What follows belongs to an exercise in optimizing a design on an open flow for small area, a short achievable clock period and few clock cycles per item; a production flow would make more cautious choices.
RTL that was checked went through simulation tests only; none was proved equivalent to the original.
Power and IR drop assume default switching activity.

// SequentialMultiplier128Bit
module SequentialMultiplier128Bit(
    input [127:0] a,
    input [127:0] b,
    input reset_n,
    input clk,
    output [255:0] p,
    output done
    );
export LEC_CHECK = 0
export ABC_AREA = 1
export CAP_MARGIN = 20
export CORE_MARGIN = 2
export CORE_UTILIZATION = 50
export SETUP_SLACK_MARGIN = 3.2
export SLEW_MARGIN = 20
export TNS_END_PERCENT = 5
create_clock -name core_clock -period 5.5 [get_ports {clk}]
run.sh (not shown) runs the stock make flow with config.mk's settings and CLKGATE_MAP_FILE= SYNTH_SCRIPT=/design/flow/synth_recipe.tcl, a recipe that flattens the netlist after the stock synthesis.
The first run completed without violations.
Edit:
==> flow/flow/run.sh (new file) <==
#!/bin/bash
# Own layout flow: the standard ORFS flow (standard.sh, unchanged synthesis) with two
# layout settings changed:
#  - the port buffers that buffer_ports inserts are sky130_fd_sc_hd__buf_2 instead of the
#    delay-type buffer it picks by default (every input and output port still gets a buffer);
#  - MATCH_CELL_FOOTPRINT=0, so the timing repair may resize a cell to one of another width.
# Each tool's full output goes to standard.log here and to ORFS's own logs under orfs/logs.
set -euo pipefail
export BUFFER_PORTS_ARGS="-buffer_cell sky130_fd_sc_hd__buf_2"
bash standard.sh MATCH_CELL_FOOTPRINT=0 "BUFFER_PORTS_ARGS=-buffer_cell sky130_fd_sc_hd__buf_2" finish > standard.log 2>&1
test -s out/final.def
==> flow/standard.sh (new file) <==
#!/bin/bash
# synth_recipe.tcl (not shown) runs the flow's synth.tcl, then flattens the netlist and writes it again
# the make line also repeats each setting of config.mk as NAME=value (left out here)
make -C /OpenROAD-flow-scripts/flow DESIGN_CONFIG=/design/flow/config.mk WORK_HOME=/design/flow/orfs CLKGATE_MAP_FILE= SYNTH_SCRIPT=/design/flow/synth_recipe.tcl "${@:-finish}"
- ABC_AREA: 1 -> not set
removed: flow/run.sh
The new run completed with no timing, DRC or antenna violations.
Critical path depth goes up by 3.
Cell count decreases by a quarter to a third.
Via count is lower by about a fifth.
Fmax fell by a quarter to a third.
Routed wire length went down by about a fifth.
Total power came out lower by roughly a tenth.
Clock power drops by a few percent.
Clock skew falls by 0.020 ns.
Area after synthesis decreases by a few percent.
Worst setup slack gets worse by 0.89 ns.
Design area shrinks by about a fifth.
Edit:
- ABC_AREA: not set -> 1
After rerunning: The new run finished with timing, DRC and antenna clean; clock skew increases by 0.027 ns; clock-buffer cell count increases by 9; routed wire length increases by 26%; worst setup slack gains 0.83 ns; die area increases by 6.0%; sequential share of layout area decreases by 3.5 points.
Function was not checked in any run of this note: the RTL went through the layout flow alone.

Another version of the RTL of SequentialMultiplier128Bit (not shown whole).
For scale: roughly 5000 cells after synthesis, roughly 440 flip-flops, roughly 520 I/O pins.
## SequentialMultiplier128Bit
module SequentialMultiplier128Bit(
    input [127:0] a,
    input [127:0] b,
    input reset_n,
    input clk,
    output [255:0] p,
    output done
    );
make LEC_CHECK=0 CAP_MARGIN=20 CORE_MARGIN=2 CORE_UTILIZATION=50 SETUP_SLACK_MARGIN=3.0 SLEW_MARGIN=20 TNS_END_PERCENT=5 finish   # period 5.5 ns
Stock flow here: none of the scripts above is used.
The starting point ran to the end with no violations.
Testbench counts at the start, summed over its fixed seeds: cycles 6,912, items 384.
Next try:
--- a/flow/config.mk
+++ b/flow/config.mk
@@ -7,0 +8 @@
+export ABC_AREA = 1
Result: Wire length came out higher by 27%; global-route usage came out higher by 5.5 points; setup slack gains 500 ps.
Next try:
--- a/flow/config.mk
+++ b/flow/config.mk
@@ -8 +7,0 @@
-export ABC_AREA = 1
@@ -12 +11 @@
-export SETUP_SLACK_MARGIN = 3.0
+export SETUP_SLACK_MARGIN = 2.8
@@ -14 +12,0 @@
-export TNS_END_PERCENT = 5
Outcome: Fmax drops by about a fifth. Worst setup slack is worse by 640 ps. Synthesized cell count goes down by a quarter to a third. Routed wire length fell by about a fifth.

Setup of run 1:
SequentialMultiplier128Bit, a different RTL version from the one above (not shown whole).
Size in the first run: ~6000 cells after synthesis, about 45000 um2 of cells after synthesis.
clock: 5.5 ns
lec_check: 0
abc_area: 1
cap_margin: 20
core_margin: 2
core_utilization: 50
gpl_timing_driven: 0
setup_slack_margin: 2.7
slew_margin: 20
tns_end_percent: 5
standard.sh (not shown) runs the stock make flow with config.mk's settings and CLKGATE_MAP_FILE= SYNTH_SCRIPT=/design/flow/synth_recipe.tcl, a recipe that flattens the netlist after the stock synthesis.
==> flow/flow/run.sh <==
#!/bin/bash
# Own layout flow: the standard ORFS flow (standard.sh, unchanged synthesis) with two
# layout settings changed:
#  - the port buffers that buffer_ports inserts are sky130_fd_sc_hd__buf_1 instead of the
#    delay-type buffer it picks by default (every input and output port still gets a buffer);
#  - MATCH_CELL_FOOTPRINT=0, so the timing repair may resize a cell to one of another width.
# Each tool's full output goes to standard.log here and to ORFS's own logs under orfs/logs.
set -euo pipefail
export BUFFER_PORTS_ARGS="-buffer_cell sky130_fd_sc_hd__buf_1"
bash standard.sh MATCH_CELL_FOOTPRINT=0 "BUFFER_PORTS_ARGS=-buffer_cell sky130_fd_sc_hd__buf_1" finish > standard.log 2>&1
test -s out/final.def
Run 1 went all the way through the flow, and no timing, DRC or antenna check failed.
Testbench counts of run 1, summed over its fixed seeds: cycles 6,912, items 384.
#### Input delta (run 2 over run 1)
-- flow/config.mk --
<<< run 1, line 10
export CORE_MARGIN = 2
export CORE_UTILIZATION = 50
export GPL_TIMING_DRIVEN = 0
export SETUP_SLACK_MARGIN = 2.7
>>> run 2, line 10
export CORE_MARGIN = 2
export CORE_UTILIZATION = 55
export SETUP_SLACK_MARGIN = 2.7
==> comparison <==
No run among run 2 and run 1 stopped early or left any final violation; all are clean.
Measured against each other, run 2 and run 1 differ in cell depth of the worst flop-to-flop path, the lower figure coming from run 2.
Slack of the worst reg-to-reg path, run 2 and run 1: lower on run 2
Run 1 → run 2: proportion of power drawn by flip-flops and latches went up, final design area excluding fillers went down, tap cell count went down, via-per-instance ratio went up, relative contribution of combinational cells to total power went down.
Max amount of wire on met3 after detailed routing across run 2 and run 1: run 2
Run 2 vs. run 1: initial antenna violation count lower, fraction of power consumed by the clock network higher, relative max-transition margin higher.
diff inputs: run 2 => run 3
-- flow/config.mk --
<<< run 2, line 8
export ABC_AREA = 1
export CAP_MARGIN = 20
export CORE_MARGIN = 2
export CORE_UTILIZATION = 55
export SETUP_SLACK_MARGIN = 2.7
export SLEW_MARGIN = 20
export TNS_END_PERCENT = 5
>>> run 3, line 8
export ABC_AREA = 1
export CAP_MARGIN = 10
export CORE_MARGIN = 2
export CORE_UTILIZATION = 50
export SETUP_SLACK_MARGIN = 2.7
export SLEW_MARGIN = 10
export TNS_END_PERCENT = 5
### Flow results
| vias after detailed routing | run 3 vs run 2 | better |. Delta(register-to-register slack, run 3 - run 2) > 0. Taking run 2 as the reference, in run 3 global routing usage summed across all routing layers went down by 3.0 points; post-route minimum period went down by 120 ps; design area was more or less identical; clock network power share went down by 0.2 points; share of the clock period used by the worst path after layout went down by 2.3 points.
Input-level comparison between run 4 and run 3:
-- flow/config.mk --
<<< run 3, line 8
export ABC_AREA = 1
export CAP_MARGIN = 10
export CORE_MARGIN = 2
export CORE_UTILIZATION = 50
export SETUP_SLACK_MARGIN = 2.7
export SLEW_MARGIN = 10
export TNS_END_PERCENT = 5
>>> run 4, line 8
export ABC_AREA = 1
export CAP_MARGIN = 20
export CORE_MARGIN = 2
export CORE_UTILIZATION = 45
export SETUP_SLACK_MARGIN = 2.7
export SLEW_MARGIN = 20
export TNS_END_PERCENT = 5
- In summary, run 4 completed successfully, with a layout that passed the timing, design-rule and antenna checks.
- Status: area taken by flip-flops and latches parity (run 4, run 3)
- The count of cells along the worst register-to-register path of run 4 falls short of that of run 3 by 1.
- Sort run 4 and run 3 by fraction of final layout cells sized beyond drive strength 1, ascending, and run 3 comes first.
- Number of global-route vias before repair is lower on run 4
- | final-layout worst hold slack | run 4 vs run 3 | worse |
- Of run 4 and run 3, the run reporting the higher met1 track utilization from global routing was run 3.
- Run 4 vs. run 3: critical path required time up 70 ps; number of antenna violations at the first check in global routing picked up an extra 5.
- Run 4 — global-route usage 3.1 points lower, run 3 as reference
Changes in run 5 relative to run 4:
-- flow/config.mk --
<<< run 4, line 10
export CORE_MARGIN = 2
export CORE_UTILIZATION = 45
export SETUP_SLACK_MARGIN = 2.7
export SLEW_MARGIN = 20
>>> run 5, line 10
export CORE_MARGIN = 2
export CORE_UTILIZATION = 50
export SETUP_SLACK_MARGIN = 2.5
export SLEW_MARGIN = 20
Findings:
On power dissipated by switching net loads, run 5 does better than run 4.
Comparing run 5 against run 4, there is no change at all in complex-gate fraction of the synthesized area.
Summary of run 5 over run 4: sequential share of layout area saw an increase, fmax saw a decrease, power drawn by the combinational cells saw a decrease, sum of internal, switching and leakage power saw a decrease.
Of run 4 and run 5, the lower share of final-layout standard cells stronger than drive strength 1 belongs to run 5.
Re routed wire length on met3: run 4 was higher than run 5.
What run 4 reported for area of the die has to be multiplied by 0.901 to get the figure for run 5.
Run 5 ended with less required time of the critical path than run 4.
Compared with run 4, run 5 shows a global-route usage over all layers that is 1.9 points higher.
Changes in run 6 relative to run 5:
-- flow/config.mk --
<<< run 5, line 11
export CORE_UTILIZATION = 50
export SETUP_SLACK_MARGIN = 2.5
export SLEW_MARGIN = 20
>>> run 6, line 11
export CORE_UTILIZATION = 50
export GPL_ROUTABILITY_DRIVEN = 0
export SETUP_SLACK_MARGIN = 2.7
export SLEW_MARGIN = 20
## What came out
Compared with run 5, run 6 shows a number of cells on the worst reg-to-reg path that is 3 lower.
The met3 wire length of run 6 exceeds that of run 5 by 4.9%.
p[250]$_DFF_P_ as the timing endpoint of the critical path was reported by run 5, and p[159]$_DFF_P_ by run 6.
Compared with run 5, highest achievable clock rate in run 6 increased by a few percent.
Share of cells above drive strength 1 sits higher in run 6 than in run 5.
Run 6 reports a lower number of logic stages on the critical path including buffering than run 5 does.

SequentialMultiplier128Bit again, from the RTL that the note above started with.
==> flow/config.mk <==
export PLATFORM = sky130hd
export DESIGN_NAME = SequentialMultiplier128Bit
export DESIGN_NICKNAME = SequentialMultiplier128Bit
export VERILOG_FILES = /design/flow/design.v
export SDC_FILE = /design/flow/constraint.sdc
export NUM_CORES = 4
export LEC_CHECK = 0
export CAP_MARGIN = 20
export CORE_MARGIN = 2
export CORE_UTILIZATION = 50
export SETUP_SLACK_MARGIN = 2.7
export SLEW_MARGIN = 20
export TNS_END_PERCENT = 5
==> flow/constraint.sdc <==
create_clock -name core_clock -period 5.5 [get_ports {clk}]
set_input_delay 1.1000 -clock core_clock [delete_from_list [all_inputs] [get_ports {clk}]]
set_output_delay 1.1000 -clock core_clock [all_outputs]
set_load 0.01 [all_outputs]
Scripts as last shown in full above: flow/flow/run.sh
Testbench counts at the start, summed over its fixed seeds: cycles 6,912, items 384.
==> next run, changes <==
--- a/flow/config.mk
+++ b/flow/config.mk
@@ -6,4 +6,5 @@
 export NUM_CORES = 4
 export LEC_CHECK = 0
+export ABC_AREA = 1
 export CAP_MARGIN = 20
 export CORE_MARGIN = 2
=> Cell area grows by a few percent. Clock-buffer cell count grows by 5. Die area grows slightly. Critical path depth stays the same.
==> next run, changes <==
--- a/flow/config.mk
+++ b/flow/config.mk
@@ -9,5 +9,6 @@
 export CAP_MARGIN = 20
 export CORE_MARGIN = 2
-export CORE_UTILIZATION = 50
+export CORE_UTILIZATION = 65
+export PLACE_DENSITY = 0.7
 export SETUP_SLACK_MARGIN = 2.7
 export SLEW_MARGIN = 20
Total power stays flat.
Wire length fell by 2.9%.
Worst setup slack is worse by 0.21 ns.
Critical path depth fell by 1.
Die area fell by 23%.
Utilization rose by 16 points.
Sequential power hardly moves.
Clock skew rose by 0.0087 ns.
==> next run, changes <==
--- a/flow/config.mk
+++ b/flow/config.mk
@@ -9,6 +9,6 @@
 export CAP_MARGIN = 20
 export CORE_MARGIN = 2
-export CORE_UTILIZATION = 65
-export PLACE_DENSITY = 0.7
+export CORE_UTILIZATION = 50
+export CTS_BUF_LIST = sky130_fd_sc_hd__clkbuf_8
 export SETUP_SLACK_MARGIN = 2.7
 export SLEW_MARGIN = 20
Effect: Wire length rose by 4.6%; clock skew goes up by 0.020 ns; design area went up by 2.1%; power stays flat; maximum frequency went up by 5.1%; clock power falls by about 3%; die area grows by 30%.
==> next run, changes <==
--- a/flow/config.mk
+++ b/flow/config.mk
@@ -10,6 +10,5 @@
 export CORE_MARGIN = 2
 export CORE_UTILIZATION = 50
-export CTS_BUF_LIST = sky130_fd_sc_hd__clkbuf_8
-export SETUP_SLACK_MARGIN = 2.7
+export SETUP_SLACK_MARGIN = 2.9
 export SLEW_MARGIN = 20
 export TNS_END_PERCENT = 5
The changed run ran to the end with no violations.
Sequential share of layout area falls by 0.39 points.
Critical path depth rises by 2.
Via count hardly moves.
Clock power is about the same.
Worst setup slack got worse by 0.017 ns.
Clock skew goes down by 0.011 ns.
Clock-buffer cell count came out lower by 32.
Total power went up by 2.8%.

==> afterwards: timing with drivers on the ports <==
In the flow no input, the clock included, has a driving cell. The finished layouts below were timed again as built, in two steps. Step 1 (the two cells are an assumption about what drives the block):
set clk [get_ports {clk}]
set_driving_cell -lib_cell sky130_fd_sc_hd__clkbuf_16 $clk
set_driving_cell -lib_cell sky130_fd_sc_hd__buf_2 [delete_from_list [all_inputs] $clk]
Step 2 also shifts input and output timing later by t, the mid clock arrival at the registers, as if the neighbouring blocks saw the same clock. a / b / c = ideal ports / drivers / drivers and shift; a / b = the first two.
run	shift t [ns]	slack for setup (ns)	worst register clock-pin slew, ns	worst slew at a driven data input, ns	pins driven straight from the clock port
the first run of note 1	0.772	2.656 / 2.656 / 1.891	0.07 / 0.07	0.16	1
the second run of note 1	0.722	1.770 / 1.770 / 1.741	0.07 / 0.07	0.16	1
the third run of note 1	0.735	2.597 / 2.585 / 1.850	0.07 / 0.07	0.18	1
the first run of note 2	0.721	2.083 / 2.083 / 1.401	0.07 / 0.07	0.18	1
the second run of note 2	0.772	2.582 / 2.622 / 1.850	0.07 / 0.07	0.16	1
the third run of note 2	0.718	1.945 / 1.945 / 1.682	0.07 / 0.07	0.14	1
run 1	0.756	2.612 / 2.651 / 1.912	0.07 / 0.07	0.13	1
run 2	0.728	2.583 / 2.630 / 1.904	0.07 / 0.07	0.15	1
run 3	0.724	2.707 / 2.707 / 1.994	0.07 / 0.07	0.17	1
run 4	0.756	2.689 / 2.710 / 1.987	0.07 / 0.07	0.16	1
run 5	0.728	2.524 / 2.544 / 1.818	0.07 / 0.07	0.16	1
run 6	0.728	2.651 / 2.651 / 1.953	0.07 / 0.07	0.13	1
the first run of note 4	0.698	2.084 / 2.084 / 1.711	0.07 / 0.07	0.15	1
the second run of note 4	0.724	2.707 / 2.707 / 1.994	0.07 / 0.07	0.17	1
the third run of note 4	0.707	2.502 / 2.502 / 1.903	0.07 / 0.07	0.15	1
the fourth run of note 4	0.837	2.647 / 2.647 / 1.926	0.07 / 0.07	0.17	1
the fifth run of note 4	0.731	2.630 / 2.682 / 1.951	0.07 / 0.07	0.17	1
After both steps setup and hold are still met in every run listed. For the first run of note 1, which loses most, drivers alone change the setup slack by 0.000 ns; drivers and shift together by -0.765 ns.
